This is an optimization exercise on Yosys and OpenROAD, whose aim is small area, not a production implementation. RTL that was checked went through simulation tests only; none was proved equivalent to the original. Only the layout flow was run in run 2; the RTL was not checked for function there. No activity file was given, so power comes from the tool's default toggle rates.

==> flow/design.v (outline; a module is shown in full before it is edited, if it fits) <==
// module alu: 45 lines
// module regfile: 31 lines
// module mymul: 59 lines
// module mydiv: 72 lines
// module mycpu_top: 977 lines
module mycpu_top(
	input  resetn,
	input  clk,
	input  [5:0] int_n_i,
	output  [31:0] debug_wb_pc,
	output  [ 3:0] debug_wb_rf_wen,
	output  [ 4:0] debug_wb_rf_wnum,
	output  [31:0] debug_wb_rf_wdata,
	output inst_sram_en,
	output [ 3:0] inst_sram_wen,
	output [31:0] inst_sram_addr,
	output [31:0] inst_sram_wdata,
	input  [31:0] inst_sram_rdata,
	output data_sram_en,
	output [ 3:0] data_sram_wen,
	output [31:0] data_sram_addr,
	output [31:0] data_sram_wdata,
	input  [31:0] data_sram_rdata
);
  // ...
==> flow/run.sh <==
#!/bin/bash
# synth_recipe.tcl (not shown) runs the flow's synth.tcl, then flattens the netlist and writes it again
# the make line also repeats each setting of config.mk as NAME=value (left out here)
make -C /OpenROAD-flow-scripts/flow DESIGN_CONFIG=/design/flow/config.mk WORK_HOME=/design/flow/orfs CLKGATE_MAP_FILE= SYNTH_SCRIPT=/design/flow/synth_recipe.tcl finish
==> flow/config.mk <==
export PLATFORM = sky130hd
export DESIGN_NAME = mycpu_top
export DESIGN_NICKNAME = mycpu_top
export VERILOG_FILES = /design/flow/design.v
export SDC_FILE = /design/flow/constraint.sdc
export NUM_CORES = 4
export LEC_CHECK = 0
export CAP_MARGIN = 20
export CORE_MARGIN = 2
export CORE_UTILIZATION = 40
export PLACE_DENSITY = 0.48
export SLEW_MARGIN = 20
==> flow/constraint.sdc <==
create_clock -name core_clock -period 20.0 [get_ports {clk}]
set_input_delay 4.0000 -clock core_clock [delete_from_list [all_inputs] [get_ports {clk}]]
set_output_delay 4.0000 -clock core_clock [all_outputs]
set_load 0.01 [all_outputs]
==> results.txt, run 1 <==
----------------------------------------------------
[Synth]
  Post-Synth Adder-Cell Area ... 5.37%
  Simple-gate portion of the synthesized area ... 15.4%
  Largest cells by area after synthesis ... sky130_fd_sc_hd__edfxtp_1 (39%), sky130_fd_sc_hd__dfxtp_1 (6.6%), sky130_fd_sc_hd__a22oi_1 (5.2%)
  Yosys reg bits ... 1,822
  Synth top area share ... 39.3%

[Timing]
  Min cycle time layout ... 19,570 ps
  Worst Setup Slack, final ... 432 ps
  Final-report max-slew violation count ... 0
  Setup Total Neg Slack ... 0 ps

[Layout]
  Non-clock buffer contribution to total cell area ... between 5 and 6%
  FF+latch count ... 1,822
  Layout cell share with drive strength beyond 1 ... ~11%
  Sequential fraction of total cell area ... 40.2%
  Total non-filler cell area in the finished layout ... 127,000 sq um
  Layout area overhead ... 14.4%
  Commonest non-fill, non-tap cell in the layout ... sky130_fd_sc_hd__edfxtp_1

[Detailed routing]
  Post-Route M1 WL ... 256,000 um
  Uppermost signal routing layer after detailed routing ... met5
  Routed Wire Length ... 685,000 um
  Sum of met3 wire segment lengths after detailed routing ... 102,000 um

[Global routing]
  Global-route usage over all layers ... 47.0%
  Met2 track demand over resource in global routing ... 63.9%
  Met1 GRT Util ... between 60% and 70%
  Via count of the first global-routing pass ... 100,000

[Clock tree]
  Maximum clock path buffer count ... 4
  CTS H-tree depth ... 4
  Clock latency at the later pin of the worst-skew pair ... 960 ps
  Clock input transition at the sequential cells of the worst setup and hold paths ... 60 ps
  Total clock sinks ... 1,822
  CTS tree ... built
  PostCTS Resize Cnt ... 5

[Critical path]
  Slowest-stage cell, CP ... sky130_fd_sc_hd__a2111oi_0
  Number of cells on the critical path ... 52
  Worst reg2reg path startpoint ... mul_st2
  Largest stage delay, worst path ... 930 ps
  Critical-path maximum fanout ... 21
  Logic depth of the worst register-to-register path ... between 50 and 60

[Floorplan]
  Number of standard-cell rows in the floorplan ... 193
  # IOs ... ~280
  Die span in y ... 531 um

[Pwr]
  Leakage ... 45.9 nW
  Clk pwr share ... 24.7%

[Worst hold path]
  End point of the worst hold path ... rst3

[Status]
  Outcome ... no timing/DRC/antenna violations

----------------------------------------------------
==> module alu, before the edit <==
module alu(
	input      [31:0] A,
	input      [31:0] B,
	input      [ 3:0] ALUop,
	output            Overflow,
	output            CarryOut,
	output reg [31:0] Result
);
wire        sub  = (ALUop == 4'd3) | (ALUop == 4'd4);
wire [31:0] Bx   = B ^ {32{sub}};
wire [32:0] sum  = {1'b0, A} + {1'b0, Bx} + {32'd0, sub};
wire        s33  = A[31] ^ Bx[31] ^ sum[32];    
assign Overflow = s33 ^ sum[31];
assign CarryOut = ~sum[32];
wire        left = (ALUop == 4'd7);
wire [31:0] Brev;
genvar gi;
generate for (gi = 0; gi < 32; gi = gi + 1) begin : rv
	assign Brev[gi] = B[31-gi];
end endgenerate
wire [31:0] sh_in  = left ? Brev : B;
wire        fill   = (ALUop == 4'd9) & B[31];
wire [63:0] sh_ext = {{32{fill}}, sh_in} >> A[4:0];
wire [31:0] sh_out = sh_ext[31:0];
wire [31:0] sh_rev;
generate for (gi = 0; gi < 32; gi = gi + 1) begin : rv2
	assign sh_rev[gi] = sh_out[31-gi];
end endgenerate
wire        big    = |A[31:5];
always @(*) begin
	case (ALUop)
	4'd0: Result = A & B;
	4'd1: Result = A | B;
	4'd2: Result = sum[31:0];
	4'd3: Result = sum[31:0];
	4'd4: Result = {31'd0, s33};
	4'd5: Result = ~(A | B);
	4'd6: Result = A ^ B;
	4'd7: Result = big ? 32'd0 : sh_rev;
	4'd8: Result = sh_out;
	4'd9: Result = sh_out;
	default: Result = 32'd0;
	endcase
end
endmodule
==> module regfile, before the edit <==
module regfile(
	input         clk,
	input         rst,
	input         wen,
	input  [ 4:0] waddr,
	input  [ 4:0] raddr1,
	input  [ 4:0] raddr2,
	input  [31:0] wdata,
	output [31:0] rdata1,
	output [31:0] rdata2
);
reg  [32*32-1:32] rf;
genvar i;
generate for (i = 1; i < 32; i = i + 1) begin : regs
	always @(posedge clk)
		if (wen && waddr == i)
			rf[32*i +: 32] <= wdata;
end endgenerate
reg [31:0] o1, o2;
integer k;
always @(*) begin
	o1 = 32'd0;
	o2 = 32'd0;
	for (k = 1; k < 32; k = k + 1) begin
		o1 = o1 | ({32{raddr1 == k}} & rf[32*k +: 32]);
		o2 = o2 | ({32{raddr2 == k}} & rf[32*k +: 32]);
	end
end
assign rdata1 = o1;
assign rdata2 = o2;
endmodule
==> module mymul, before the edit <==
module mymul(
	input             CLK,
	input             st0,
	input             st1,
	input             st2,
	input      [32:0] A,
	input      [32:0] B,
	output     [39:0] P
);
reg  [33:0] H;       
wire [ 9:0] c = st0 ? {2'b0, B[7:0]} :
                st1 ? {2'b0, B[15:8]} :
                st2 ? {2'b0, B[23:16]} :
                      {B[32], B[32:24]};
wire [33:0] hin = st0 ? 34'd0 : H;
wire [34:0] Ax = {A[32], A[32], A};      
wire [10:0] cx = {c, 1'b0};
reg  [41:0] rows [0:5];
integer i, j;
always @(*) begin
	for (i = 0; i < 6; i = i + 1) rows[i] = 42'd0;
	for (i = 0; i < 5; i = i + 1) begin : bth
		reg one, two, neg;
		reg [34:0] pp;
		one = cx[2*i+1] ^ cx[2*i];
		two = (cx[2*i+2] & ~cx[2*i+1] & ~cx[2*i]) | (~cx[2*i+2] & cx[2*i+1] & cx[2*i]);
		neg = cx[2*i+2];
		for (j = 0; j < 35; j = j + 1)
			pp[j] = ((one & Ax[j]) | (two & (j == 0 ? 1'b0 : Ax[j-1]))) ^ neg;
		rows[i] = rows[i] | ({7'd0, ~pp[34], pp[33:0]} << (2*i));
		if (i < 4) begin
			rows[i+1][2*i] = neg;
			rows[i][2*i+35] = 1'b1;
		end
		else
			rows[5][2*i] = neg;
	end
	rows[5][33] = 1'b1;
end
wire [41:0] hterm = {8'd0, ~hin[33], hin[32:0]};
function [83:0] csa;    
	input [41:0] a, b, d;
	begin
		csa[41:0]  = a ^ b ^ d;
		csa[83:42] = {(a[40:0] & b[40:0]) | (a[40:0] & d[40:0]) | (b[40:0] & d[40:0]), 1'b0};
	end
endfunction
wire [83:0] s1 = csa(rows[0], rows[1], rows[2]);
wire [83:0] s2 = csa(s1[41:0], s1[83:42], rows[3]);
wire [83:0] s3 = csa(s2[41:0], s2[83:42], rows[4]);
wire [83:0] s4 = csa(s3[41:0], s3[83:42], rows[5]);
wire [83:0] s5 = csa(s4[41:0], s4[83:42], hterm);
wire [41:0] t  = s5[41:0] + s5[83:42];
always @(posedge CLK) begin
	if (st0 | st1 | st2)
		H <= t[41:8];
end
assign P = t[39:0];
endmodule
==> module mydiv, before the edit <==
module mydiv(
	input             aclk,
	input             aresetn,
	input      [39:0] s_axis_divisor_tdata,
	output            s_axis_divisor_tready,
	input             s_axis_divisor_tvalid,
	input      [39:0] s_axis_dividend_tdata,
	output            s_axis_dividend_tready,
	input             s_axis_dividend_tvalid,
	output     [79:0] m_axis_dout_tdata,
	output reg        m_axis_dout_tvalid
);
reg        busy;
reg [ 4:0] cnt;
reg [31:0] q;       
reg [31:0] r;       
reg [31:0] d;       
reg        q_neg;
reg        r_neg;
function [31:0] cneg;
	input [31:0] x;
	input        s;
	integer i;
	reg c;
	begin
		c = 1'b0;
		for (i = 0; i < 32; i = i + 1) begin
			cneg[i] = x[i] ^ (s & c);
			c = c | x[i];
		end
	end
endfunction
wire        start   = s_axis_divisor_tvalid & s_axis_dividend_tvalid & ~busy;
wire [31:0] a_mag   = cneg(s_axis_dividend_tdata[31:0], s_axis_dividend_tdata[39]);
wire [31:0] b_mag   = cneg(s_axis_divisor_tdata[31:0],  s_axis_divisor_tdata[39]);
wire [32:0] r_sh    = {r, q[31]};
wire [33:0] trial   = {1'b0, r_sh} - {2'b0, d};
wire        take    = ~trial[33];
wire [31:0] r_next  = take ? trial[31:0] : r_sh[31:0];
wire [31:0] q_next  = {q[30:0], take};
assign s_axis_divisor_tready  = ~busy;
assign s_axis_dividend_tready = ~busy;
assign m_axis_dout_tdata = {8'd0, cneg(q, q_neg), 8'd0, cneg(r, r_neg)};
always @(posedge aclk) begin
	if (~aresetn) begin
		busy               <= 1'b0;
		m_axis_dout_tvalid <= 1'b0;
	end
	else begin
		m_axis_dout_tvalid <= busy & (cnt == 5'd31);
		if (start)
			busy <= 1'b1;
		else if (cnt == 5'd31)
			busy <= 1'b0;
	end
end
always @(posedge aclk) begin
	if (start) begin
		cnt   <= 5'd0;
		q     <= a_mag;
		r     <= 32'd0;
		d     <= b_mag;
		q_neg <= s_axis_dividend_tdata[39] ^ s_axis_divisor_tdata[39];
		r_neg <= s_axis_dividend_tdata[39];
	end
	else if (busy) begin
		q   <= q_next;
		r   <= r_next;
		cnt <= cnt + 5'd1;
	end
end
endmodule
==> run 2, diff against run 1 <==
--- a/flow/design.v
+++ b/flow/design.v
@@ -1,213 +1,247 @@
 module alu(
 	input      [31:0] A,
 	input      [31:0] B,
 	input      [ 3:0] ALUop,
 	output            Overflow,
 	output            CarryOut,
-	output reg [31:0] Result
+	output            Zero,
+	output  reg   [31:0] Result
 );
-wire        sub  = (ALUop == 4'd3) | (ALUop == 4'd4);
-wire [31:0] Bx   = B ^ {32{sub}};
-wire [32:0] sum  = {1'b0, A} + {1'b0, Bx} + {32'd0, sub};
-wire        s33  = A[31] ^ Bx[31] ^ sum[32];    
-assign Overflow = s33 ^ sum[31];
-assign CarryOut = ~sum[32];
-wire        left = (ALUop == 4'd7);
-wire [31:0] Brev;
-genvar gi;
-generate for (gi = 0; gi < 32; gi = gi + 1) begin : rv
-	assign Brev[gi] = B[31-gi];
-end endgenerate
-wire [31:0] sh_in  = left ? Brev : B;
-wire        fill   = (ALUop == 4'd9) & B[31];
-wire [63:0] sh_ext = {{32{fill}}, sh_in} >> A[4:0];
-wire [31:0] sh_out = sh_ext[31:0];
-wire [31:0] sh_rev;
-generate for (gi = 0; gi < 32; gi = gi + 1) begin : rv2
-	assign sh_rev[gi] = sh_out[31-gi];
-end endgenerate
-wire        big    = |A[31:5];
-always @(*) begin
-	case (ALUop)
-	4'd0: Result = A & B;
-	4'd1: Result = A | B;
-	4'd2: Result = sum[31:0];
-	4'd3: Result = sum[31:0];
-	4'd4: Result = {31'd0, s33};
-	4'd5: Result = ~(A | B);
-	4'd6: Result = A ^ B;
-	4'd7: Result = big ? 32'd0 : sh_rev;
-	4'd8: Result = sh_out;
-	4'd9: Result = sh_out;
-	default: Result = 32'd0;
-	endcase
-end
+reg [32 :0] storage_B;
+reg         symbol_A;
+reg         symbol_B;
+reg         symbol_result;
+reg [31:0]  temp_result;
+reg         is_sub;
+reg [63:0]  sra48;
+wire        A_and_SB;
+wire        A_nor_SB;
+wire        neg_R;
+reg [32:0] result_33;
+always@(*) begin
+is_sub=0;
+storage_B=0;
+symbol_A=0;
+symbol_B=0;
+symbol_result=0;
+temp_result=0;
+Result=0;
+sra48=0;
+case(ALUop)
+4'b0000: begin
+        is_sub=0;
+        storage_B = B;
+        Result=A & storage_B;
+        symbol_A=0;
+        symbol_B=0;
+        symbol_result=0;
+        sra48=0;
+        end
+4'b0001: begin
+        is_sub=0;
+        storage_B = B;
+        Result=A | storage_B;
+        symbol_result=0;
+        sra48=0;
+        end
+4'b0010: begin
+        is_sub=0;
+        symbol_A=A[31];
+        symbol_B=B[31];
+        storage_B = {symbol_B,B};
+        {symbol_result,Result}={symbol_A,A} + storage_B;
+        sra48=0;
+        end
+4'b0011: begin
+        is_sub=1;
+        symbol_A=A[31];
+        symbol_B=B[31];
+        storage_B = ~{symbol_B,B};
+        {symbol_result,Result}={symbol_A,A} +storage_B + 1;
+        sra48=0;
+        end
+4'b0100:begin
+       is_sub=0;
+       symbol_A=A[31];
+       symbol_B=B[31];
+       storage_B = ~{symbol_B,B};
+       {symbol_result,temp_result}={symbol_A,A} + storage_B + 1;
+       sra48=0;
+       if(symbol_result==0)
+       Result=0;
+       else
+       Result=1;
+       end
+4'b0101:begin
+        is_sub=0;
+		storage_B = B;
+		Result=~A & ~B;
+		symbol_result=0;
+        symbol_A=0;
+        symbol_B=0;
+        symbol_result=0;
+        sra48=0;
+        end
+4'b0110:begin
+        is_sub=0;
+		storage_B = B;
+		Result=A^B;
+		symbol_result=0;
+        symbol_A=0;
+        symbol_B=0;
+        symbol_result=0;
+        sra48=0;
+        end		
+4'b0111:begin
+        is_sub=0;
+		storage_B = B;
+		Result=B<<A;
+		symbol_result=0;
+        symbol_A=0;
+        symbol_B=0;
+        symbol_result=0;
+        sra48=0;
+        end
+4'b1000:begin
+        is_sub=0;
+		storage_B = B;
+		Result=B>>A[4:0];
+		symbol_result=0;
+        symbol_A=0;
+        symbol_B=0;
+        symbol_result=0;
+        sra48=0;
+		end
+4'b1001:begin
+        is_sub=0;
+		storage_B = B;
+		sra48={{32{B[31]}},B}>>A[4:0];		
+        Result=sra48[31:0];
+		symbol_result=0;
+        symbol_A=0;
+        symbol_B=0;
+        symbol_result=0;
+        end	
+default:begin
+        is_sub=0;
+        storage_B=0;
+        symbol_result=0;
+        Result=0;
+        sra48=0;
+        end
+endcase
+end
+assign A_nor_SB = A[31] ^ storage_B[31];
+assign A_and_SB = A[31] & storage_B[31];
+assign neg_R    = ~Result[31];
+assign CarryOut = is_sub^( (neg_R & A_nor_SB) | A_and_SB);
+assign Overflow = (ALUop == 4'b0010 || ALUop == 4'b0011) & symbol_result^Result[31];
+assign Zero     = ~(|Result);
 endmodule
 `timescale 10ns / 1ns
 module regfile(
 	input         clk,
 	input         rst,
 	input         wen,
 	input  [ 4:0] waddr,
 	input  [ 4:0] raddr1,
 	input  [ 4:0] raddr2,
 	input  [31:0] wdata,
 	output [31:0] rdata1,
 	output [31:0] rdata2
 );
-reg  [32*32-1:32] rf;
-genvar i;
-generate for (i = 1; i < 32; i = i + 1) begin : regs
-	always @(posedge clk)
-		if (wen && waddr == i)
-			rf[32*i +: 32] <= wdata;
-end endgenerate
-reg [31:0] o1, o2;
-integer k;
-always @(*) begin
-	o1 = 32'd0;
-	o2 = 32'd0;
-	for (k = 1; k < 32; k = k + 1) begin
-		o1 = o1 | ({32{raddr1 == k}} & rf[32*k +: 32]);
-		o2 = o2 | ({32{raddr2 == k}} & rf[32*k +: 32]);
-	end
-end
-assign rdata1 = o1;
-assign rdata2 = o2;
+reg  [31:0] r [31:0];
+integer i;
+always@(posedge clk) begin
+    if(wen==1 && waddr!=0)
+      r[waddr]=wdata;
+    end
+assign rdata1 = (raddr1==5'b0) ? 32'b0 : r[raddr1];
+assign rdata2 = (raddr2==5'b0) ? 32'b0 : r[raddr2];
 endmodule
 module mymul(
 	input             CLK,
-	input             st0,
-	input             st1,
-	input             st2,
 	input      [32:0] A,
 	input      [32:0] B,
-	output     [39:0] P
+	output reg [65:0] P
 );
-reg  [33:0] H;       
-wire [ 9:0] c = st0 ? {2'b0, B[7:0]} :
-                st1 ? {2'b0, B[15:8]} :
-                st2 ? {2'b0, B[23:16]} :
-                      {B[32], B[32:24]};
-wire [33:0] hin = st0 ? 34'd0 : H;
-wire [34:0] Ax = {A[32], A[32], A};      
-wire [10:0] cx = {c, 1'b0};
-reg  [41:0] rows [0:5];
-integer i, j;
-always @(*) begin
-	for (i = 0; i < 6; i = i + 1) rows[i] = 42'd0;
-	for (i = 0; i < 5; i = i + 1) begin : bth
-		reg one, two, neg;
-		reg [34:0] pp;
-		one = cx[2*i+1] ^ cx[2*i];
-		two = (cx[2*i+2] & ~cx[2*i+1] & ~cx[2*i]) | (~cx[2*i+2] & cx[2*i+1] & cx[2*i]);
-		neg = cx[2*i+2];
-		for (j = 0; j < 35; j = j + 1)
-			pp[j] = ((one & Ax[j]) | (two & (j == 0 ? 1'b0 : Ax[j-1]))) ^ neg;
-		rows[i] = rows[i] | ({7'd0, ~pp[34], pp[33:0]} << (2*i));
-		if (i < 4) begin
-			rows[i+1][2*i] = neg;
-			rows[i][2*i+35] = 1'b1;
-		end
-		else
-			rows[5][2*i] = neg;
-	end
-	rows[5][33] = 1'b1;
-end
-wire [41:0] hterm = {8'd0, ~hin[33], hin[32:0]};
-function [83:0] csa;    
-	input [41:0] a, b, d;
-	begin
-		csa[41:0]  = a ^ b ^ d;
-		csa[83:42] = {(a[40:0] & b[40:0]) | (a[40:0] & d[40:0]) | (b[40:0] & d[40:0]), 1'b0};
-	end
-endfunction
-wire [83:0] s1 = csa(rows[0], rows[1], rows[2]);
-wire [83:0] s2 = csa(s1[41:0], s1[83:42], rows[3]);
-wire [83:0] s3 = csa(s2[41:0], s2[83:42], rows[4]);
-wire [83:0] s4 = csa(s3[41:0], s3[83:42], rows[5]);
-wire [83:0] s5 = csa(s4[41:0], s4[83:42], hterm);
-wire [41:0] t  = s5[41:0] + s5[83:42];
+reg [32:0] a_r;
+reg [32:0] b_r;
 always @(posedge CLK) begin
-	if (st0 | st1 | st2)
-		H <= t[41:8];
+	a_r <= A;
+	b_r <= B;
+	P   <= $signed(a_r) * $signed(b_r);
 end
-assign P = t[39:0];
 endmodule
 module mydiv(
 	input             aclk,
 	input             aresetn,
 	input      [39:0] s_axis_divisor_tdata,
 	output            s_axis_divisor_tready,
 	input             s_axis_divisor_tvalid,
 	input      [39:0] s_axis_dividend_tdata,
 	output            s_axis_dividend_tready,
 	input             s_axis_dividend_tvalid,
-	output     [79:0] m_axis_dout_tdata,
+	output reg [79:0] m_axis_dout_tdata,
 	output reg        m_axis_dout_tvalid
 );
 reg        busy;
-reg [ 4:0] cnt;
+reg [ 5:0] cnt;
 reg [31:0] q;       
-reg [31:0] r;       
+reg [32:0] r;       
 reg [31:0] d;       
 reg        q_neg;
 reg        r_neg;
-function [31:0] cneg;
-	input [31:0] x;
-	input        s;
-	integer i;
-	reg c;
-	begin
-		c = 1'b0;
-		for (i = 0; i < 32; i = i + 1) begin
-			cneg[i] = x[i] ^ (s & c);
-			c = c | x[i];
-		end
-	end
-endfunction
 wire        start   = s_axis_divisor_tvalid & s_axis_dividend_tvalid & ~busy;
-wire [31:0] a_mag   = cneg(s_axis_dividend_tdata[31:0], s_axis_dividend_tdata[39]);
-wire [31:0] b_mag   = cneg(s_axis_divisor_tdata[31:0],  s_axis_divisor_tdata[39]);
-wire [32:0] r_sh    = {r, q[31]};
+wire [31:0] a_mag   = s_axis_dividend_tdata[39] ? (~s_axis_dividend_tdata[31:0] + 32'd1) : s_axis_dividend_tdata[31:0];
+wire [31:0] b_mag   = s_axis_divisor_tdata[39]  ? (~s_axis_divisor_tdata[31:0]  + 32'd1) : s_axis_divisor_tdata[31:0];
+wire [32:0] r_sh    = {r[31:0], q[31]};
 wire [33:0] trial   = {1'b0, r_sh} - {2'b0, d};
 wire        take    = ~trial[33];
-wire [31:0] r_next  = take ? trial[31:0] : r_sh[31:0];
+wire [32:0] r_next  = take ? trial[32:0] : r_sh;
 wire [31:0] q_next  = {q[30:0], take};
+wire [39:0] q_fin   = q_neg ? (~{8'd0, q_next} + 40'd1) : {8'd0, q_next};
+wire [39:0] r_fin   = r_neg ? (~{7'd0, r_next} + 40'd1) : {7'd0, r_next};
 assign s_axis_divisor_tready  = ~busy;
 assign s_axis_dividend_tready = ~busy;
-assign m_axis_dout_tdata = {8'd0, cneg(q, q_neg), 8'd0, cneg(r, r_neg)};
 always @(posedge aclk) begin
 	if (~aresetn) begin
 		busy               <= 1'b0;
+		cnt                <= 6'd0;
 		m_axis_dout_tvalid <= 1'b0;
+		m_axis_dout_tdata  <= 80'd0;
+		q                  <= 32'd0;
+		r                  <= 33'd0;
+		d                  <= 32'd0;
+		q_neg              <= 1'b0;
+		r_neg              <= 1'b0;
 	end
 	else begin
-		m_axis_dout_tvalid <= busy & (cnt == 5'd31);
-		if (start)
-			busy <= 1'b1;
-		else if (cnt == 5'd31)
-			busy <= 1'b0;
-	end
-end
-always @(posedge aclk) begin
-	if (start) begin
-		cnt   <= 5'd0;
-		q     <= a_mag;
-		r     <= 32'd0;
-		d     <= b_mag;
-		q_neg <= s_axis_dividend_tdata[39] ^ s_axis_divisor_tdata[39];
-		r_neg <= s_axis_dividend_tdata[39];
-	end
-	else if (busy) begin
-		q   <= q_next;
-		r   <= r_next;
-		cnt <= cnt + 5'd1;
+		m_axis_dout_tvalid <= 1'b0;
+		if (start) begin
+			busy  <= 1'b1;
+			cnt   <= 6'd0;
+			q     <= a_mag;
+			r     <= 33'd0;
+			d     <= b_mag;
+			q_neg <= s_axis_dividend_tdata[39] ^ s_axis_divisor_tdata[39];
+			r_neg <= s_axis_dividend_tdata[39];
+		end
+		else if (busy) begin
+			q   <= q_next;
+			r   <= r_next;
+			cnt <= cnt + 6'd1;
+			if (cnt == 6'd31) begin
+				busy               <= 1'b0;
+				m_axis_dout_tvalid <= 1'b1;
+				m_axis_dout_tdata  <= {q_fin, r_fin};
+			end
+		end
 	end
 end
 endmodule
 `timescale 10 ns / 1 ns
 module mycpu_top(
 	input  resetn,
 	input  clk,
 	input  [5:0] int_n_i,
@@ -261,23 +295,24 @@
 wire   Maintain_inst;
 reg  [31:0]  LO;
 reg  [31:0]  HI;
 wire [31:0]  LO_true;
 wire [31:0]  HI_true;
 wire 		 cp0_wen;
 wire [ 4:0] cp0_waddr;
 wire [31:0] cp0_rdata;
+wire [31:0] cp0_status_true;
+wire [31:0] cp0_cause_true;
 wire [31:0] cp0_epc_true;
 reg  [31:0] cp0_Badvaddr;
 reg  [31:0] cp0_count;
 reg  [31:0] cp0_compare;
 reg  [31:0] cp0_epc;
-wire [39:0] mul_result;   
-reg         mul_st0, mul_st1, mul_st2, mul_st3;
+wire [65:0] mul_result;
 wire [32:0] mul_a;
 wire [32:0] mul_b;
 wire [39:0] s_axis_divisor_tdata;
 wire        s_axis_divisor_tready;
 reg         s_axis_divisor_tvalid;
 wire [39:0] s_axis_dividend_tdata;
 wire        s_axis_dividend_tready;
 reg         s_axis_dividend_tvalid;
@@ -508,72 +543,73 @@
     end
     else if (pipe1_allowin==1) begin
       	PC <= PC_next;
     end
     end
 assign fetch_error = (PC[1:0] != 2'b00)?1:0;
 assign ALUSrcA[1] = (MFHI || MFLO)?1:0;
 assign ALUSrcA[0] = (SLL||SRA||SRL||MFLO) ? 1:0;
-wire fw1_2 = MFHI ? pipe2_data[4] : MFLO ? pipe2_data[3] :
-             (pipe2_valid && (pipe2_data[16:12] == pipe1_data[25:21]) && pipe2_data[17] == 1'b1 && (pipe2_data[11:9] != 3'b1));
-wire fw1_3 = MFHI ? pipe3_data[7] : MFLO ? pipe3_data[6] :
-             (pipe3_valid && (pipe3_data[20:16] == pipe1_data[25:21]) && pipe3_data[21] == 1'b1 && (pipe3_data[15:13] != 3'b1));
-wire fw1_4 = MFHI ? pipe4_data[74] : MFLO ? pipe4_data[73] :
-             (pipe4_valid && (pipe4_data[87:83] == pipe1_data[25:21]) && pipe4_data[82] == 1'b1 && (pipe4_data[81:79] != 3'b1));
-wire [31:0] base1 = MFHI ? (mul_st3 ? mul_result[39:8] : HI) :
-                    MFLO ? (mul_st3 ? {mul_result[7:0], LO[23:0]} : LO) : rdata1;
-assign rdata1_true = fw1_2 ? wdata : fw1_3 ? pipe3_data[215:184] : fw1_4 ? pipe4_data[119:88] : base1;
-assign HI_true = rdata1_true;
-assign LO_true = rdata1_true;
+assign rdata1_true = (pipe2_valid && (pipe2_data[16:12] == pipe1_data[25:21]) && pipe2_data[17] == 1'b1 && (pipe2_data[11:9] != 3'b1))?wdata:
+					(pipe3_valid && (pipe3_data[20:16] == pipe1_data[25:21]) && pipe3_data[21] == 1'b1 && (pipe3_data[15:13] != 3'b1))?pipe3_data[215:184]:
+					(pipe4_valid && (pipe4_data[87:83] == pipe1_data[25:21]) && pipe4_data[82] == 1'b1 && (pipe4_data[81:79] != 3'b1))?pipe4_data[119:88]:
+					rdata1;
+assign HI_true =    (MFHI && pipe2_data[4])?wdata:
+					(MFHI && pipe3_data[7])?pipe3_data[215:184]:
+					(MFHI && pipe4_data[74])?pipe4_data[119:88]:
+					HI;
+assign LO_true =  (MFLO && pipe2_data[3])?wdata:
+                  (MFLO && pipe3_data[6])?pipe3_data[215:184]:
+                  (MFLO && pipe4_data[73])?pipe4_data[119:88]:
+                  LO;
 assign data1  = (ALUSrcA == 2'b0)? {32{~MTC0}} & rdata1_true:
 				(ALUSrcA == 2'b1)? sa:
 				(ALUSrcA == 2'b10 && m_axis_dout_tvalid)?m_axis_dout_tdata[31:0]:
 				(ALUSrcA == 2'b10 && (m_axis_dout_tvalid == 0))?HI_true:
 				(ALUSrcA == 2'b11 && m_axis_dout_tvalid)?m_axis_dout_tdata[71:40]:
                 (ALUSrcA == 2'b11 && (m_axis_dout_tvalid == 0))?LO_true:0;
 assign ALUSrcB[2] = (MFHI || MFLO || MTHI || MTLO|| MFC0)?1:0;
 assign ALUSrcB[1] = (LUI || ORI || XORI || ANDI)?1:0;
 assign ALUSrcB[0] = (SW||LW||ADDIU||SLTI||SLTIU||LUI||ADDI||LB || LBU || LH || LHU|| LWL || LWR || SB || SH || SWL || SWR|| MFC0)?1:0;
-wire fw2_2 = MFC0 ? cp0_fw2 :
-             (pipe2_valid && (pipe2_data[16:12] == pipe1_data[20:16]) && pipe2_data[17] == 1'b1 && (pipe2_data[11:9] != 3'b1));
-wire fw2_3 = MFC0 ? cp0_fw3 :
-             (pipe3_valid && (pipe3_data[20:16] == pipe1_data[20:16]) && pipe3_data[21] == 1'b1 && (pipe3_data[15:13] != 3'b1));
-wire fw2_4 = ~MFC0 &
-             (pipe4_valid && (pipe4_data[87:83] == pipe1_data[20:16]) && pipe4_data[82] == 1'b1 && (pipe4_data[81:79] != 3'b1));
-wire [31:0] base2 = MFC0 ? cp0_raw : rdata2;
-assign rdata2_true = fw2_2 ? wdata : fw2_3 ? pipe3_data[215:184] : fw2_4 ? pipe4_data[119:88] : base2;
-wire cp0_fwreg = (rd == 5'd12) | (rd == 5'd13) | (rd == 5'd14);
-wire cp0_fw2   = cp0_fwreg && pipe2_data[194] && rd == pipe2_data[199:195];
-wire cp0_fw3   = cp0_fwreg && pipe3_data[223] && rd == pipe3_data[228:224];
-wire [31:0] cp0_raw = ({32{rd == 5'd8}} & cp0_Badvaddr)
+assign rdata2_true = (pipe2_valid && (pipe2_data[16:12] == pipe1_data[20:16]) && pipe2_data[17] == 1'b1 && (pipe2_data[11:9] != 3'b1))?wdata:
+				(pipe3_valid && (pipe3_data[20:16] == pipe1_data[20:16]) && pipe3_data[21] == 1'b1 && (pipe3_data[15:13] != 3'b1))?pipe3_data[215:184]:
+				(pipe4_valid && (pipe4_data[87:83] == pipe1_data[20:16]) && pipe4_data[82] == 1'b1 && (pipe4_data[81:79] != 3'b1))?pipe4_data[119:88]:
+				rdata2;
+assign cp0_status_true = (MFC0 && pipe2_data[194] && rd == pipe2_data[199:195])?wdata:
+						 (MFC0 && pipe3_data[223] && rd == pipe3_data[228:224])?pipe3_data[215:184]:
+						 cp0_status;
+assign cp0_cause_true = (MFC0 && pipe2_data[194] && rd == pipe2_data[199:195])?wdata:
+						(MFC0 && pipe3_data[223] && rd == pipe3_data[228:224])?pipe3_data[215:184]:
+						cp0_cause;
+assign cp0_epc_true = 	(MFC0 && pipe2_data[194] && rd == pipe2_data[199:195])?wdata:
+						(MFC0 && pipe3_data[223] && rd == pipe3_data[228:224])?pipe3_data[215:184]:
+						cp0_epc;
+assign cp0_rdata =  ({32{rd == 5'd8}} & cp0_Badvaddr)
 					| ({32{rd==5'd9 }} & cp0_count)
 					| ({32{rd==5'd11}} & cp0_compare)
-					| ({32{rd==5'd12}} & cp0_status)
-					| ({32{rd==5'd13}} & cp0_cause)
-					| ({32{rd==5'd14}} & cp0_epc);
-assign cp0_rdata = rdata2_true;
-assign cp0_epc_true = cp0_epc;    
+					| ({32{rd==5'd12}} & cp0_status_true)
+					| ({32{rd==5'd13}} & cp0_cause_true)
+					| ({32{rd==5'd14}} & cp0_epc_true); 
 assign data2      =({32{ALUSrcB==3'd0}} & rdata2_true)
 		         | ({32{ALUSrcB==3'd1}} & sign_extension)
 		         | ({32{ALUSrcB==3'd2}} & zero_extension)		   
 		         | ({32{ALUSrcB==3'd3}} & extension_zero)
 		         | ({32{ALUSrcB==3'd4}} & 32'b0) 
 		         | ({32{ALUSrcB==3'd5}} & cp0_rdata); 
 assign ALUSrcB2 =   (
 					(BNE && !zero)
 					|| (BEQ && zero) 
 					|| (BGEZ && ~rdata1_true[31]) 
 					|| (BGTZ && ~rdata1_true[31] && (rdata1_true | 32'b0))
 					|| (BLEZ && (rdata1_true[31] || rdata1_true == 32'b0))
 					|| (BLTZ && rdata1_true[31])
 					|| (BLTZAL && rdata1_true[31])
 					|| (BGEZAL && ~rdata1_true[31])
 					)?1:0;
-assign offset   = (ALUSrcB2==0 || (rst5 & pipe3_data[232]) || PC==32'hbfc00000)?4:shift_imm_left_2; 
+assign offset   = (ALUSrcB2==0 || (rst5 & pipe3_data[232]))?4:shift_imm_left_2; 
 assign alu_control = ({4{AND||ANDI}} & 4'b0000)
                    | ({4{OR || ORI}} & 4'b0001)
 				   | ({4{SW || LW || ADDU || ADDIU ||ADD ||ADDI ||MFHI ||MFLO ||MTHI ||MTLO ||LB || LBU || LH || LHU || LWL || LWR || SB || SH || SWL || SWR||MFC0 ||MTC0}} & 4'b0010)
 				   | ({4{SLTIU || SLTU || SUB || SUBU}} & 4'b0011)
 				   | ({4{SLT || SLTI}} & 4'b0100)
 				   | ({4{NOR}} & 4'b0101)
 				   | ({4{XOR || XORI}} & 4'b0110)
 				   | ({4{SLL || SLLV}} & 4'b0111)
@@ -582,22 +618,23 @@
 assign inst_sram_en    = 1;
 assign inst_sram_wen   = 4'b0000;
 assign inst_sram_wdata = 32'b0;
 assign Mem_en   = (SW || SB || SH || SWL || SWR || LW ||LB || LBU || LH || LHU || LWL || LWR || SB || SH || SWL || SWR)?1:0;
 assign Mem_wen  = ( ~pipe2_data[202] & ~(rst4 & ex_valid) & ~(rst5 & pipe3_data[232]) & (SW || SB || SH || SWL || SWR));
 assign PCSrc[2] = (ERET)?1:0;
 assign PCSrc[1] = (JR || JALR)?1:0;
 assign PCSrc[0] = (J || JAL || JALR)?1:0;
-assign PC_next  = (PC==32'hbfc00000)?alu_result2:
+assign PC_next  = (PC==32'hbfc00000)?PC+4:
 			   (rst5 & ex_valid)?32'hbfc00380:
-			   (rst5 & pipe3_data[232])?alu_result2:
+			   (rst5 & pipe3_data[232])?PC+4:
               ({32{PCSrc == 3'd0}} & alu_result2)  
    			| ({32{PCSrc == 3'd1}} & J_address)   
-   			| ({32{PCSrc[2:1] == 2'd1}} & rdata1_true)        
+   			| ({32{PCSrc == 3'd2}} & data1)      
+  			| ({32{PCSrc == 3'd3}} & rdata1_true)        
    			| ({32{PCSrc == 3'd4}} & cp0_epc_true);  
 assign RegWrite  =   ( ~pipe2_data[202] & ~(rst4 & ex_valid) & ~(rst5 & pipe3_data[232]) &
 					(LW |LB |LBU |LH |LHU |LWL |LWR | ADDU | SLTU | NOR | XOR | XORI| SRA | SRAV | SRL | 
 					SRLV | SLLV | OR | SLT| SLL | AND | ANDI | ADDIU | JAL | LUI | SLL | SUB | SUBU | SLTI | 
 					ADDI | SLTIU | ADD | ORI | BLTZAL | BGEZAL | JALR | MFHI | MFLO | MFC0));
 assign RegDst[1] = (JAL || BLTZAL || BGEZAL || JALR)?1:0;
 assign RegDst[0] = (ADDU || OR || SLT|| SLL || SLLV || SRL || SRLV || SRA || SRAV || ADD || SUB || SUBU || SLTU || 
 					AND || NOR || XOR || JALR || MFLO || MFHI)?1:0;
@@ -634,18 +671,23 @@
  assign Instruction          = inst_sram_rdata;
 always @(posedge clk) begin
      if(rst) begin
 	     pipe1_valid <= 1'b0;
 	 end
 	 else if(pipe1_allowin) begin
 	     pipe1_valid <= valid_in;
 	 end
-	 if(valid_in && pipe1_allowin) begin
+	 if(rst) begin
+	     pipe1_data <= 97'd0;
+	 end
+	 else if(valid_in && pipe1_allowin) begin
+	 	 pipe1_data[96]    <= fetch_error;
 	     pipe1_data[95:64] <= PC;
+	     pipe1_data[63:32] <= PC+8;
 		 pipe1_data[31: 0] <= Instruction;
 	 end
 end 
 wire [31:0] de_pc;
 assign de_pc = pipe1_data[95:64];
  assign pipe2_ready_go       = pipe2_valid;
  assign pipe2_allowin        = !pipe2_valid || (pipe2_ready_go && pipe3_allowin);
  assign pipe2_to_pipe3_valid = pipe2_valid && pipe2_ready_go;
@@ -654,38 +696,34 @@
  always @(posedge clk) begin
      if(rst) begin
 	     pipe2_valid <= 1'b0;
 	   end
 	 else if(pipe2_allowin) begin
 	     pipe2_valid<=pipe1_to_pipe2_valid;
 	   end
 	 if(rst) begin
-	     pipe2_data[206:194] <= 13'd0;
-	     pipe2_data[193:191] <= 3'b101;
-	     pipe2_data[190:188] <= 3'b111;
-	     pipe2_data[187:184] <= 4'd0;
-	     pipe2_data[119:88] <= 32'd0;
-	     pipe2_data[19:0] <= 20'd0;
+	     pipe2_data <= 207'd0;
 	 end
 	 else if(pipe1_to_pipe2_valid && pipe2_allowin) begin
-	 	 pipe2_data[206]     <= (pipe1_data[65:64] != 2'b00); 
+	 	 pipe2_data[206]     <= pipe1_data[96]; 
 	     pipe2_data[205]     <= Overflow_type;
 	 	 pipe2_data[204]     <= Maintain_inst;
 	 	 pipe2_data[203]     <= BREAK;
 	 	 pipe2_data[202]     <= ERET;
 	 	 pipe2_data[201]     <= SYSCALL;
 	     pipe2_data[200]     <= Branch;
 	 	 pipe2_data[199:195] <= cp0_waddr;
 	 	 pipe2_data[194] 	 <= cp0_wen;
 	     pipe2_data[193:191] <= store_type;
 	 	 pipe2_data[190:188] <= load_type; 
 	 	 pipe2_data[187:184] <= 4'b0; 
 	     pipe2_data[183:152] <= rdata2_true;             
 	     pipe2_data[151:120] <= pipe1_data[95:64];  
+	     pipe2_data[119: 88] <= pipe1_data[63:32];  
 		 pipe2_data[ 87: 56] <= data1;              
 		 pipe2_data[ 55: 24] <= data2;               
 		 pipe2_data[ 23: 20] <= alu_control;
 		 pipe2_data[ 19]     <= Mem_en ;
 		 pipe2_data[ 18]     <= Mem_wen ;    
 		 pipe2_data[ 17]     <= RegWrite; 
 		 pipe2_data[ 16: 12] <= waddr;
 		 pipe2_data[ 11:  9] <= MemtoReg;
@@ -702,23 +740,46 @@
 assign debug_Memwen = pipe2_data[18];
 assign debug_RegWrite = pipe2_data[17];
 assign debug_mem_syscall = pipe3_data[229];
 assign debug_mem_eret     = pipe3_data[230];
 assign exe_pc = pipe2_data[151:120];
 assign wdata=({32{pipe2_data[11: 9]==3'd0}} & alu_result1) 
 		   | ({32{pipe2_data[11: 9]==3'd2}} & pipe2_data[55:24])
 		   | ({32{pipe2_data[11: 9]==3'd3}} & carryout) 
-		   | ({32{pipe2_data[11: 9]==3'd4}} & (pipe2_data[151:120] + 32'd8)); 
+		   | ({32{pipe2_data[11: 9]==3'd4}} & pipe2_data[119:88]); 
 assign Address       =  alu_result1;
-wire [ 1:0] st_rot  = (pipe2_data[193:191] == 3'd0) ? 2'd0 :
-                      (pipe2_data[193:191] == 3'd3) ? alu_result1[1:0] + 2'd1 :
-                      alu_result1[1:0];
-wire [31:0] st_rot1 = st_rot[0] ? {pipe2_data[175:152], pipe2_data[183:176]} : pipe2_data[183:152];
-assign Write_data   = st_rot[1] ? {st_rot1[15:0], st_rot1[31:16]} : st_rot1;
+wire [31:0] SB_wdata;
+wire [31:0] SH_wdata;
+wire [31:0] SWL_wdata;
+wire [31:0] SWR_wdata;
+assign SB_wdata      =  (alu_result1[1:0] == 2'b00)?{24'b0,pipe2_data[159:152]}:
+						(alu_result1[1:0] == 2'b01)?{16'b0,pipe2_data[159:152],8'b0}:
+						(alu_result1[1:0] == 2'b10)?{8'b0,pipe2_data[159:152],16'b0}:
+						(alu_result1[1:0] == 2'b11)?{pipe2_data[159:152],24'b0}:
+						32'b0;
+assign SH_wdata      =  (alu_result1[1:0] == 2'b00)?{16'b0,pipe2_data[167:152]}:
+						(alu_result1[1:0] == 2'b10)?{pipe2_data[167:152],16'b0}:
+						32'b0; 
+assign SWL_wdata     =  (alu_result1[1:0] == 2'b00)?{24'b0,pipe2_data[183:176]}:
+						(alu_result1[1:0] == 2'b01)?{16'b0,pipe2_data[183:168]}:
+						(alu_result1[1:0] == 2'b10)?{8'b0,pipe2_data[183:160]}:
+						(alu_result1[1:0] == 2'b11)?pipe2_data[183:152]:
+						32'b0;
+assign SWR_wdata     =  (alu_result1[1:0] == 2'b00)?pipe2_data[183:152]:
+						(alu_result1[1:0] == 2'b01)?{pipe2_data[175:152],8'b0}:
+						(alu_result1[1:0] == 2'b10)?{pipe2_data[167:152],16'b0}:
+						(alu_result1[1:0] == 2'b11)?{pipe2_data[159:152],24'b0}:
+						32'b0;
+assign Write_data    =  (pipe2_data[18] == 1'b1 && pipe2_data[193:191] == 3'b000)?pipe2_data[183:152]: 
+						(pipe2_data[18] == 1'b1 && pipe2_data[193:191] == 3'b001)?SB_wdata:
+						(pipe2_data[18] == 1'b1 && pipe2_data[193:191] == 3'b010)?SH_wdata:
+						(pipe2_data[18] == 1'b1 && pipe2_data[193:191] == 3'b011)?SWL_wdata:
+						(pipe2_data[18] == 1'b1 && pipe2_data[193:191] == 3'b100)?SWR_wdata:
+						32'b0;
 assign data_sram_en  =  pipe2_data[19] & ~ex_valid;
 wire [3:0] SB_wen;
 wire [3:0] SH_wen;
 wire [3:0] SWL_wen;
 wire [3:0] SWR_wen;
 assign SB_wen        =  (alu_result1[1:0] == 2'b00)?4'b0001:
 						(alu_result1[1:0] == 2'b01)?4'b0010:
 						(alu_result1[1:0] == 2'b10)?4'b0100:
@@ -952,99 +1013,97 @@
  always @(posedge clk) begin
      if(rst) begin
 	     pipe3_valid <= 1'b0;
 	   end
 	 else if(pipe3_allowin) begin
 	     pipe3_valid <= pipe2_to_pipe3_valid;
 	   end
 	 if(rst) begin
-	     pipe3_data[232:216] <= 17'd0;   
-	     pipe3_data[55:6] <= 50'd0;
-	     pipe3_data[3:0] <= 4'd0;
+	     pipe3_data <= 233'd0;
 	 end
 	 else if(pipe2_to_pipe3_valid && pipe3_allowin) begin
 	 	 pipe3_data[232]     <= ex_valid;
 	 	 pipe3_data[231]     <= pipe2_data[202]; 
 	 	 pipe3_data[230]     <= pipe2_data[201];      
          pipe3_data[229]     <= pipe2_data[200];      
 	 	 pipe3_data[228:224] <= pipe2_data[199:195];  
 	 	 pipe3_data[223] 	 <= pipe2_data[194];	  
 	 	 pipe3_data[222:220] <= pipe2_data[190:188]; 
 	     pipe3_data[219:216] <= pipe2_data[187:184]; 
 	 	 pipe3_data[215:184] <= wdata;  
 	     pipe3_data[183:152] <= pipe2_data[183:152]; 
 	     pipe3_data[151:120] <= pipe2_data[151:120]; 
+	     pipe3_data[119: 88] <= pipe2_data[119:88];  
 		 pipe3_data[ 87: 56] <= alu_result1;          
 		 pipe3_data[ 55: 24] <= pipe2_data[55:24];   
 		 pipe3_data[ 23: 23] <= pipe2_data[19:19];   
 		 pipe3_data[ 22: 22] <= pipe2_data[18:18] & ~ex_valid;   
 		 pipe3_data[ 21: 21] <= pipe2_data[17:17] & ~ex_valid; 
 		 pipe3_data[ 20: 16] <= pipe2_data[16:12];   
-		 pipe3_data[ 15: 13] <= {2'b00, pipe2_data[11:9] == 3'd1};   
+		 pipe3_data[ 15: 13] <= pipe2_data[11:9];    
 		 pipe3_data[ 12: 12] <= carryout;
-		 pipe3_data[ 11:  8] <= {1'b0, |pipe2_data[8:7], 1'b0, |pipe2_data[6:5]};   
+		 pipe3_data[ 11:  8] <= pipe2_data[8:5];  
 		 pipe3_data[  7:  6] <= pipe2_data[4:3];  
 		 pipe3_data[  5:  4] <= alu_result1[1:0];  
 		 pipe3_data[  3:  0] <= 4'b0;
 	   end
  end
 assign mem_pc = pipe3_data[151:120];
 wire debug_mem_Mem;
 wire debug_mem_RegWrite;
 assign debug_mem_Mem = pipe3_data[22];
 assign debug_mem_RegWrite = pipe3_data[21];
 wire [31: 0] wdata_final;
-wire [ 1:0] ld_off  = pipe3_data[5:4];
-wire [ 2:0] ld_t    = pipe3_data[222:220];
-wire        ld      = (pipe3_data[15:13] == 3'd1) && (ld_t != 3'd7);
-wire [ 1:0] ld_rot  = (ld_t == 3'd0) ? 2'd0 : (ld_t == 3'd5) ? ld_off + 2'd1 : ld_off;
-wire [31:0] ld_r1   = ld_rot[0] ? {Read_data[7:0], Read_data[31:8]} : Read_data;
-wire [31:0] ld_r2   = ld_rot[1] ? {ld_r1[15:0], ld_r1[31:16]} : ld_r1;
-wire        ld_sx   = ((ld_t == 3'd1) & ld_r2[7]) | ((ld_t == 3'd3) & ~ld_off[0] & ld_r2[15]);
-reg  [ 3:0] ld_mem;    
-reg  [ 3:0] ld_rt;     
-always @(*) begin
-	ld_mem = 4'b0000;
-	ld_rt  = 4'b0000;
-	case (ld_t)
-	3'd0: ld_mem = 4'b1111;
-	3'd1, 3'd2: ld_mem = 4'b0001;
-	3'd3, 3'd4: ld_mem = ld_off[0] ? 4'b0000 : 4'b0011;
-	3'd5: begin   
-		ld_mem = ~(4'b0111 >> ld_off);
-		ld_rt  =  (4'b0111 >> ld_off);
-	end
-	3'd6: begin   
-		ld_mem =  (4'b1111 >> ld_off);
-		ld_rt  = ~(4'b1111 >> ld_off);
-	end
-	default: ;
-	endcase
-end
-genvar lk;
-generate for (lk = 0; lk < 4; lk = lk + 1) begin : ldl
-	assign wdata_final[8*lk+7:8*lk] = ~ld        ? pipe3_data[184+8*lk+7:184+8*lk] :
-	                                  ld_mem[lk] ? ld_r2[8*lk+7:8*lk] :
-	                                  ld_rt[lk]  ? pipe3_data[152+8*lk+7:152+8*lk] :
-	                                  {8{ld_sx}};
-end endgenerate
+wire [ 7: 0] Read_data_8;
+wire [15: 0] Read_data_16;
+wire [ 4: 0] bitnumber;
+wire [31: 0] LWL_wdata;
+wire [31: 0] LWR_wdata;
+assign bitnumber    = 	pipe3_data[5:4] << 3;  
+assign Read_data_8  = 	(pipe3_data[5:4] == 2'b00)?Read_data[7:0]:
+						(pipe3_data[5:4] == 2'b01)?Read_data[15:8]:
+						(pipe3_data[5:4] == 2'b10)?Read_data[23:16]:
+						(pipe3_data[5:4] == 2'b11)?Read_data[31:24]:
+						8'b0;  
+assign Read_data_16 = 	(pipe3_data[5:4] == 2'b00)?Read_data[15:0]:
+						(pipe3_data[5:4] == 2'b10)?Read_data[31:16]:
+						16'b0;   
+assign LWL_wdata    =	(pipe3_data[5:4] == 2'b00)?{Read_data[7:0],pipe3_data[175:152]}: 
+						(pipe3_data[5:4] == 2'b01)?{Read_data[15:0],pipe3_data[167:152]}:
+						(pipe3_data[5:4] == 2'b10)?{Read_data[23:0],pipe3_data[159:152]}:
+						Read_data;
+assign LWR_wdata    =	(pipe3_data[5:4] == 2'b00)?Read_data:
+						(pipe3_data[5:4] == 2'b01)?{pipe3_data[183:176], Read_data[31:8]}: 
+						(pipe3_data[5:4] == 2'b10)?{pipe3_data[183:168], Read_data[31:16]}:
+						{pipe3_data[183:160], Read_data[31:24]};
+wire [2:0] ref1;
+wire [2:0] ref2;
+assign ref1 = pipe3_data[15:13];
+assign ref2 = pipe3_data[222:220];
+assign wdata_final  =   (pipe3_data[15:13] == 3'd1 && pipe3_data[222:220] == 3'b000)?Read_data: 
+						(pipe3_data[15:13] == 3'd1 && pipe3_data[222:220] == 3'b001)?{{24{Read_data_8[7]}}, Read_data_8}:   
+						(pipe3_data[15:13] == 3'd1 && pipe3_data[222:220] == 3'b010)?{24'b0, Read_data_8}:  
+						(pipe3_data[15:13] == 3'd1 && pipe3_data[222:220] == 3'b011)?{{16{Read_data_16[15]}}, Read_data_16}:   
+						(pipe3_data[15:13] == 3'd1 && pipe3_data[222:220] == 3'b100)?{16'b0, Read_data_16}:  
+						(pipe3_data[15:13] == 3'd1 && pipe3_data[222:220] == 3'b101)?LWL_wdata:   
+						(pipe3_data[15:13] == 3'd1 && pipe3_data[222:220] == 3'b110)?LWR_wdata:   
+						pipe3_data[215:184];
  assign pipe4_ready_go=pipe4_valid;
  assign pipe4_allowin=!pipe4_valid || pipe4_ready_go  ;
  always @(posedge clk)
  begin
      if(rst) begin
 	     pipe4_valid <= 1'b0;
 	   end
 	 else if(pipe4_allowin) begin
 	     pipe4_valid <= pipe3_to_pipe4_valid;
 	   end
 	 if(rst) begin
-	     pipe4_data[152] <= 1'b0;   
-	     pipe4_data[82:0] <= 83'd0;
+	     pipe4_data <= 153'd0;
 	 end
 	 else if(pipe3_to_pipe4_valid && pipe4_allowin) begin
 	 	 pipe4_data[152]     <= pipe3_data[232]; 
 	     pipe4_data[151:120] <= pipe3_data[151:120]; 
 	     pipe4_data[119: 88] <= wdata_final;               
 		 pipe4_data[ 87: 83] <= pipe3_data[ 20: 16]; 
 		 pipe4_data[ 82: 82] <= pipe3_data[ 21: 21]; 
 		 pipe4_data[ 81: 79] <= pipe3_data[ 15: 13]; 
@@ -1080,36 +1139,35 @@
 assign debug_wb_rf_wen={4{wb_RegWrite}};	
 always @(posedge clk) begin
 	if (rst) begin
 		HI <= 32'b0;		
 	end
 	else if (pipe4_data[74]) begin
 		HI <= pipe4_data[119:88];    
 	end
-	else if (mul_st3) begin
-	    HI <= mul_result[39:8];   
+	else if (pipe4_data[76] || pipe4_data[75]) begin
+	    HI <= mul_result[63:32];   
 	end
 	else if ((pipe4_data[78] || pipe4_data[77]) && m_axis_dout_tvalid) begin
 		HI <= m_axis_dout_tdata[31:0];   
 	end
 end
-wire [3:0] lo_mulw = {mul_st3, mul_st2, mul_st1, mul_st0};
-wire [3:0] lo_prot = {1'b0, mul_st3, mul_st3 | mul_st2, mul_st3 | mul_st2 | mul_st1};
-integer lj;
 always @(posedge clk) begin
-	for (lj = 0; lj < 4; lj = lj + 1) begin
-		if (rst)
-			LO[8*lj +: 8] <= 8'b0;
-		else if (lo_mulw[lj])
-			LO[8*lj +: 8] <= mul_result[7:0];   
-		else if (pipe4_data[73] && !lo_prot[lj])
-			LO[8*lj +: 8] <= pipe4_data[88+8*lj +: 8];  
-		else if ((pipe4_data[78] || pipe4_data[77]) && m_axis_dout_tvalid && !lo_prot[lj])
-			LO[8*lj +: 8] <= m_axis_dout_tdata[40+8*lj +: 8];   
+	if (rst) begin
+		LO <= 32'b0;
+	end
+	else if (pipe4_data[73]) begin
+		LO <= pipe4_data[119:88];  
+	end
+	else if (pipe4_data[76] || pipe4_data[75]) begin
+	    LO <= mul_result[31:0];   
+	end
+	else if ((pipe4_data[78] || pipe4_data[77]) && m_axis_dout_tvalid) begin
+		LO <= m_axis_dout_tdata[71:40];   
 	end
 end
 regfile r(
 	.clk(clk),
 	.rst(rst),
 	.waddr(pipe4_data[87:83]),
 	.raddr1(pipe1_data[25:21]),
 	.raddr2(pipe1_data[20:16]),
@@ -1119,36 +1177,44 @@
 	.rdata2(rdata2)
 );
 alu a1(
 	.A(pipe2_data[87:56]),
 	.B(pipe2_data[55:24]),
 	.ALUop(pipe2_data[23:20]),
 	.Overflow(overflow),
 	.CarryOut(carryout),
+	.Zero(),
     .Result(alu_result1)
 );
-assign alu_result2 = PC + offset;
-assign zero = (rdata1_true == rdata2_true);
-assign mul_a = {pipe2_data[6] & pipe2_data[87], pipe2_data[87:56]};
-assign mul_b = {pipe2_data[6] & pipe2_data[55], pipe2_data[55:24]};
-always @(posedge clk) begin
-	mul_st0 <= ~rst & pipe1_to_pipe2_valid & pipe2_allowin & (MULT | MULTU) & ~(rst4 & ex_valid) & ~(rst5 & pipe3_data[232]);
-	mul_st1 <= ~rst & mul_st0;
-	mul_st2 <= ~rst & mul_st1;
-	mul_st3 <= ~rst & mul_st2;
-end
+alu a2(
+	.A(PC),
+	.B(offset),
+	.ALUop(4'b0010),
+	.Overflow(),
+	.CarryOut(),
+	.Zero(),
+    .Result(alu_result2)
+);
+alu a3(
+	.A(rdata1_true),
+	.B(rdata2_true),
+	.ALUop(4'b0011),
+	.Overflow(),
+	.CarryOut(),
+	.Zero(zero),
+    .Result()
+);
+assign mul_a = ({33{pipe2_data[6]}} & {pipe2_data[87],pipe2_data[87:56]}) | ({33{pipe2_data[5]}} & {1'b0,pipe2_data[87:56]});
+assign mul_b = ({33{pipe2_data[6]}} & {pipe2_data[55],pipe2_data[55:24]}) | ({33{pipe2_data[5]}} & {1'b0,pipe2_data[55:24]});
 mymul mul1(
      .CLK(clk),
-     .st0(mul_st0),
-     .st1(mul_st1),
-     .st2(mul_st2),
      .A(mul_a),
      .B(mul_b),
-     .P(mul_result)
+     .P(mul_result)  
 );
 wire div_issue;
 assign div_issue = (DIV || DIVU) && pipe1_to_pipe2_valid && pipe2_allowin && ~(rst4 & ex_valid) && ~(rst5 & pipe3_data[232]);
 always @(posedge clk) begin
 	if (rst) begin
 		s_axis_divisor_tvalid <= 1'b0;
 	end
 	else if (div_issue) begin
==> flow/config.mk (replaced) <==
export PLATFORM = sky130hd
export DESIGN_NAME = mycpu_top
export DESIGN_NICKNAME = mycpu_top
export VERILOG_FILES = /design/flow/design.v
export SDC_FILE = /design/flow/constraint.sdc
export NUM_CORES = 4
export LEC_CHECK = 0
export CAP_MARGIN = 20
export CORE_MARGIN = 2
export CORE_UTILIZATION = 30
export PLACE_DENSITY = 0.5
export SLEW_MARGIN = 20
==> run 2 against run 1 <==
Net effect:
- still clean on timing, DRC and antenna
- fmax grew 2.2%
- sequential share of layout area decreased by 11 points
- critical path depth fell by 12
- core utilization down 12 points
- global-route usage down 19 points
- flip-flop and latch count grew 266
- synthesized cell count rose by 42%
- wire length up 14%
- critical endpoint is now inst_sram_addr[27]
- largest cell class unchanged
==> results.txt, run 2 <==
----------------------------------------------------
[Status]
  Outcome ... no timing/DRC/antenna violations

[Synth]
  Leading post-synthesis cells by instance count ... sky130_fd_sc_hd__nand2_1 (1,965), sky130_fd_sc_hd__nor2_1 (1,526), sky130_fd_sc_hd__inv_1 (1,258)
  Synthesis warning total ... 5
  Area leader, netlist ... sky130_fd_sc_hd__edfxtp_1
  Share of the yosys chip area belonging to registers ... 32.8%
  Ys flop type ... sky130_fd_sc_hd__dfxtp_1
  Largest cells by area after synthesis ... sky130_fd_sc_hd__edfxtp_1 (19%), sky130_fd_sc_hd__fa_1 (14%), sky130_fd_sc_hd__dfxtp_1 (13%)
  Synth top area share ... 19.4% (-20 points)
  Share of synthesized flip-flops with an asynchronous set or reset ... 0%
  Number of library cell types mapped by synthesis ... ~120
  Yosys reg bits ... 2,088 (+15%)
  Number of flops mapped to enable cells by yosys ... 1,024
  Cell area after synthesis ... 159,000 sq um
  Gate Count Post-Synth ... 16,100
  Most common cell in the synthesized netlist ... sky130_fd_sc_hd__nand2_1
  Post-synthesis area per instance ... 9.83 sq um

[Critical path]
  Worst-case register-to-register setup slack ... 6130 ps
  Logic depth of the worst register-to-register path ... 40 (-26%)
  Critical-path maximum fanout ... 15 (-29%)
  Arrival time at the worst endpoint ... 15,150 ps
  Worst Setup Start Kind ... register
  Category of cells accounting for the largest share of critical-path delay ... compound AO/OA/AOI/OAI gates
  Largest stage delay, worst path ... 920 ps (about the same)
  Cell occurring most often along the worst timing path ... sky130_fd_sc_hd__o21ai_0
  Worst reg2reg path startpoint ... pipe2_data[26]
  Critical path class ... register to primary output
  Critical path origin ... pipe2_data[26]
  Kind of end point of the critical path ... primary output
  Slowest-stage cell, CP ... sky130_fd_sc_hd__or4b_1
  Number of cells on the critical path ... 40 (-23%)
  Buffer and inverter count on the worst path ... 5
  Required arrival time at the worst endpoint ... 16,000 ps

[Global routing]
  Global-route usage over all layers ... 28.4% (-19 points)
  Global route overflow ... 0
  Global-route wire length before repair ... 1,070,000 um
  Via count of the first global-routing pass ... 129,000 (+29%)
  Largest net degree at the start of global routing ... 168
  Initial antenna violation count ... 86

[Timing]
  Final-report max-slew violation count ... 0 (unchanged)
  Actual slew at the worst max-slew pin ... 1380 ps
  Share of the clock period used by the worst path ... 95.8%
  Worst clock skew ... 151 ps
  Unrepaired setup endpoints after global routing ... no
  Hold Vio Cnt, Final ... 0
  Fmax ... 52.2 MHz
  Min cycle time layout ... 19,150 ps (-417 ps)
  Final setup violation count ... 0
  Worst slew slack as a fraction of its limit ... 7.62%
  Setup Total Neg Slack ... 0 ps (unchanged)

[Floorplan]
  Number of standard-cell rows in the floorplan ... 266 (+38%)
  Starting density of the core ... 30.2%
  Area enclosed by the die boundary ... 534,000 sq um
  Floorplan core area ... roughly 530,000 sq um
  # IOs ... 283 (unchanged)
  Die width ... around 730 um
  Die span in y ... 731 um (+38%)

[Detailed routing]
  Number of violations reported at the end of detailed-routing iteration 0 ... roughly 18,000
  Via total after detailed routing ... 135,000
  Routed vias/inst ... 5.82
  Number of design rule violations left after detail routing ... 0
  DRT antenna net count ... 0
  Number of iterations in the first detailed-routing pass ... 9
  Routed Wire Length ... 780,000 um (+14%)
  Routed wirelength normalized by instance count ... 33.7 um

[Place]
  Count of buffers inserted at the top-level ports ... roughly 250
  DPL Wire Length ... 567,000 um
  Routability Congestion ... 1.05

[Pwr]
  Worst voltage drop across the vdd grid ... 0.0969 mV
  Total power density per cell area ... 71.8 nW/um^2
  Leakage ... 64.7 nW (+41%)

[Clock tree]
  Post-cts hold buffer count ... 0
  Total clock sinks ... 2,088 (+15%)
  Root Buffer ... sky130_fd_sc_hd__clkbuf_16
  CTS tree ... built
  Maximum clock path buffer count ... 4 (unchanged)
  CTS buffer count ... ~240
  Clock latency at the later pin of the worst-skew pair ... 1070 ps (+110 ps)
  Clock input transition at the sequential cells of the worst setup and hold paths ... 70 ps (about the same)
  Buffers inserted during post-CTS setup optimization ... 0
  CTS H-tree depth ... 4 (unchanged)

[Layout]
  Commonest non-fill, non-tap cell in the layout ... sky130_fd_sc_hd__nand2_1
  Final core area utilization ... 33.8%
  Layout area overhead ... 12.1%
  Biggest register ... r.r
  Number of flip-flops under the largest register name ... ~1,000
  Largest registers in the final layout ... r.r (1024), pipe2_data (197), pipe3_data (124)
  Net total in the final layout ... 17,500
  Highest-count cells in the layout ignoring fill and taps ... sky130_fd_sc_hd__nand2_1 (1,963), sky130_fd_sc_hd__nor2_1 (1,482), sky130_fd_sc_hd__inv_1 (1,258)
  Layout cell share with drive strength beyond 1 ... 12.2% (+0.88 points)

[Worst hold path]
  Number of cells on the worst hold path ... 0
  Worst hold path startpoint ... rst2
  Worst hold path class ... register to register

[Run]
  Number of max-cap violations ... 0

----------------------------------------------------
==> run 2: cell count changes in the layout (fill, tap and decap cells not counted), moves of 196 or more <==
cell,change
sky130_fd_sc_hd__fa_1,+997
sky130_fd_sc_hd__nand2_1,+931
sky130_fd_sc_hd__inv_1,+885
sky130_fd_sc_hd__nor2_1,+702
sky130_fd_sc_hd__dfxtp_1,+641
sky130_fd_sc_hd__a22oi_1,-635
sky130_fd_sc_hd__mux4_2,+605
sky130_fd_sc_hd__edfxtp_1,-431
sky130_fd_sc_hd__a21oi_1,+287
sky130_fd_sc_hd__mux2i_1,+268
sky130_fd_sc_hd__and2_1,+251
sky130_fd_sc_hd__and3_1,-233
sky130_fd_sc_hd__a211oi_1,+196
==> run 2: worst paths after layout <==
path / to
worst max-delay path: inst_sram_addr[27]
worst min-delay path: rst3
worst max register to register: PC[27]
worst min register to register: rst3
==> run 2: area by class of cell <==
| class | count | area (sq um) |
|---|---|---|
| flip-flops and latches | 2088 | 52200 |
| diodes | 67 | 168 |
| clock buffers | 317 | 6590 |
| multi-input cells | 11500 | 96900 |
| inverters | 1272 | 4780 |
| repair buffers | 820 | 6940 |
| clock inverters | 131 | 1450 |
| fillers | 53600 | 348000 |
| well taps | 6968 | 8720 |
==> run 2: metal layers <==
metal	vias to the layer above	track usage, %	routed length (um)
met3	1694	6.61	74900
met2	7452	41.8	331000
li1	56300	-	-
met4	22	17.6	57500
met1	69300	37.7	317000
met5	-	0.171	138
==> run 2: cell families after synthesis <==
| logic type | Yosys count | synth area share [%] |
|---|---|---|
| muxes | 1292 | 13.4 |
| xor gates and xnor gates | 433 | 2.39 |
| DFF | 2088 | 32.8 |
| other | 2 | 0.00474 |
| AOI/OAI and AO/OA | 3238 | 13.4 |
| buffers and inverters | 2612 | 6.66 |
| and+or+nand+nor | 4917 | 13.8 |
| adders and majority gates | 1540 | 17.5 |
==> run 2: through the flow <==
step / worst slack, ps / hold slack [ps] / power, mW / std cells / cell area [sq um]
2_1_floorplan: 5530 / 310 / 6.45 / 16200 / 159000
3_3_place_gp: 1880 / 311 / 8.08 / 22600 / 169000
3_5_place_dp: 1910 / 312 / 8.05 / 22600 / 169000
4_1_cts: 881 / 328 / 12.7 / 23100 / 178000
5_1_grt: 102 / 338 / 13.0 / 23100 / 178000
6_report: 849 / 328 / 12.8 / 23200 / 178000
==> run 2: timing repair <==
action / CTS / global route
endpoints found under the hold margin: 0 / 0
resized for setup: 0 / 3
setup endpoints to repair: 0 / 1
==> run 2: power by group <==
part | switching (mW) | internal [mW]
Combinational | 2.29 | 0.996
Clock | 2.01 | 2.63
Sequential | 0.266 | 4.58

## static timing again, ports no longer ideal
Ports are ideal in the flow. The routed layouts listed here were re-timed in OpenROAD.
Step 1, drivers: a clkbuf_16 drives clk and a buf_2 each remaining input, both assumed.
Step 2 times the ports against the registers' clock, not the clock port: input delays grow and output delays shrink by t, the midpoint of the rising clock arrivals with the driver on.
Three values: ideal ports, drivers, drivers and shift; two values: the first two.
run	shift t [ns]	setup slack, ns	worst setup path after step 2	latest minus earliest clock arrival (ns)	worst data-port slew with drivers (ns)
run 1	1.025	0.432 / 0.320 / 1.345	register to output	0.121 / 0.122	0.07
run 2	1.128	0.849 / 0.711 / 1.840	register to output	0.155 / 0.155	0.11
After both steps every run listed still meets setup and hold.
